This design comes from an exercise in tuning for small area, a short achievable clock period and few clock cycles on the open sky130 flow, not from production work.
The RTL was checked by simulation tests, not by an equivalence proof against the original design.
No driver is modelled on the clock port, so clocking that relies on it looks cheaper here than on a real chip.

Design alu, start of the top module:
module alu #(
    parameter INST_W = 4,
    parameter INT_W  = 6,
    parameter FRAC_W = 10,
    parameter DATA_W = INT_W + FRAC_W
)(
    input                      i_clk,
    input                      i_rst_n,
    input                      i_in_valid,
    output                     o_busy,
    input         [INST_W-1:0] i_inst,
    input  signed [DATA_W-1:0] i_data_a,
    input  signed [DATA_W-1:0] i_data_b,
    output                     o_out_valid,
    output        [DATA_W-1:0] o_data
);
For scale: roughly 420 flip-flops, roughly 57 I/O pins.
export LEC_CHECK = 0
export CAP_MARGIN = 20
export CORE_MARGIN = 2
export CORE_UTILIZATION = 50
export SLEW_MARGIN = 20
export SYNTH_HIERARCHICAL = 1
create_clock -name core_clock -period 36.0 [get_ports {i_clk}]
standard.sh (not shown) runs the stock make flow with config.mk's settings and CLKGATE_MAP_FILE= SYNTH_SCRIPT=/design/flow/synth_recipe.tcl, a recipe that flattens the netlist after the stock synthesis.
==> flow/flow/run.sh <==
#!/bin/bash
# Standard synthesis, then the standard layout steps with a larger setup
# margin for repair_timing, plain buffers on the ports and larger clock-tree
# sink clusters. After clock-tree synthesis the root buffer, which only drives
# the two buffers of the next level, is removed (the clock port then drives
# those two buffers). Each step's output goes to its own log file here.
set -euo pipefail
HERE=$(pwd)
ARGS=(SETUP_SLACK_MARGIN=28
  "BUFFER_PORTS_ARGS=-buffer_cell sky130_fd_sc_hd__buf_2"
  "CTS_ARGS=-sink_clustering_enable -repair_clock_nets -sink_clustering_size 25 -sink_clustering_max_diameter 80")
bash standard.sh synth > flow_synth.log 2>&1
bash standard.sh "${ARGS[@]}" cts > flow_cts.log 2>&1
CTS_ODB=$HERE/orfs/results/$FLOW_PLATFORM/alu/base/4_cts.odb
IN_ODB=$CTS_ODB OUT_ODB=$CTS_ODB.tmp openroad -no_init -exit "$HERE/flow/rmroot.tcl" > flow_rmroot.log 2>&1
mv "$CTS_ODB.tmp" "$CTS_ODB"
bash standard.sh "${ARGS[@]}" finish > flow_layout.log 2>&1
==> flow/flow/rmroot.tcl <==
# Remove the clock-tree root buffer that only fans out to the next level,
# driving its loads straight from the clock port.
read_db $::env(IN_ODB)
set block [ord::get_db_block]
set clk_net [$block findNet i_clk]
set iterms [$clk_net getITerms]
if {[llength $iterms] == 1} {
  set root [[lindex $iterms 0] getInst]
  set out_net ""
  foreach it [$root getITerms] {
    if {[$it isOutputSignal]} { set out_net [$it getNet] }
  }
  set loads [$out_net getITerms]
  set nl 0
  foreach it $loads { if {[$it isInputSignal]} { incr nl } }
  puts "root [$root getName] drives $nl pins"
  if {$nl <= 4} {
    foreach it $loads {
      if {[$it isInputSignal]} { $it disconnect; $it connect $clk_net }
    }
    foreach it [$root getITerms] { if {[$it getNet] ne "NULL"} { $it disconnect } }
    odb::dbInst_destroy $root
    odb::dbNet_destroy $out_net
    puts "removed root buffer"
  }
}
write_db $::env(OUT_ODB)
The starting point finished with timing, DRC and antenna clean.
Testbench counts at the start, summed over its fixed seeds: cycles 6,264.
Next try:
CAP_MARGIN = 5   (was 20)
SLEW_MARGIN = 5   (was 20)
The changed run completed with no timing, DRC or antenna violations.
Worst setup slack got worse by 0.0063 ns.
Worst hold slack is about the same.
Via count went up slightly.

Another version of the RTL of alu (not shown whole).
Size in the first run: ~4700 cells after synthesis, roughly 57 I/O pins, ~48000 µm² of cells after synthesis.
export LEC_CHECK = 0
export CAP_MARGIN = 20
export CORE_MARGIN = 2
export CORE_UTILIZATION = 50
export SLEW_MARGIN = 20
export SYNTH_HIERARCHICAL = 1
create_clock -name core_clock -period 36.0 [get_ports {i_clk}]
==> flow/flow/run.sh <==
#!/bin/bash
# Standard synthesis, then the standard layout steps with a larger setup
# margin for repair_timing and plain buffers on the ports. Each step's make
# output goes to its own log file here.
set -euo pipefail
bash standard.sh synth > flow_synth.log 2>&1
bash standard.sh SETUP_SLACK_MARGIN=28 "BUFFER_PORTS_ARGS=-buffer_cell sky130_fd_sc_hd__buf_2" finish > flow_layout.log 2>&1
The starting point went through all stages and came out clean.
Testbench counts at the start, summed over its fixed seeds: cycles 7,105.
Next try:
==> flow/run.sh (new file) <==
#!/bin/bash
# synth_recipe.tcl (not shown) runs the flow's synth.tcl, then flattens the netlist and writes it again
# the make line also repeats each setting of config.mk as NAME=value (left out here)
make -C /OpenROAD-flow-scripts/flow DESIGN_CONFIG=/design/flow/config.mk WORK_HOME=/design/flow/orfs CLKGATE_MAP_FILE= SYNTH_SCRIPT=/design/flow/synth_recipe.tcl finish
CORE_UTILIZATION = 40   (was 50)
removed: flow/flow/run.sh
removed: flow/standard.sh
Cell area is higher by 0.62%.
Worst hold slack hardly moves.
Fmax is lower by 8.0%.
Worst setup slack got worse by 720 ps.
Global-route usage is lower by 6.2 points.

## separate check: timing with driven ports
Ports are ideal in the flow. The routed layouts listed here were re-timed in OpenROAD.
Step 1: set_driving_cell puts a clkbuf_16 on i_clk and a buf_2 on each other input, an assumption about the parent block.
Step 2 also shifts input and output timing later by t, the mid clock arrival at the registers, as if the neighbouring blocks saw the same clock.
Three values: no drivers, after step 1, after step 2; two values: the first two.
| run | t (ns) | setup slack, ns | clock arrival spread, ns | pins driven straight from the clock port |
|---|---|---|---|---|
| the first run of note 1 | 0.530 | 27.795 / 27.710 / 27.895 | 0.042 / 0.043 | 2 |
| the second run of note 1 | 0.527 | 27.789 / 27.710 / 27.862 | 0.030 / 0.030 | 2 |
| the first run of note 2 | 0.688 | 27.681 / 27.613 / 27.872 | 0.043 / 0.042 | 1 |
| the second run of note 2 | 0.703 | 26.961 / 26.961 / 26.961 | 0.075 / 0.075 | 1 |
After both steps setup and hold are still met in every run listed. The worst setup slack also covers recovery checks on asynchronous resets.
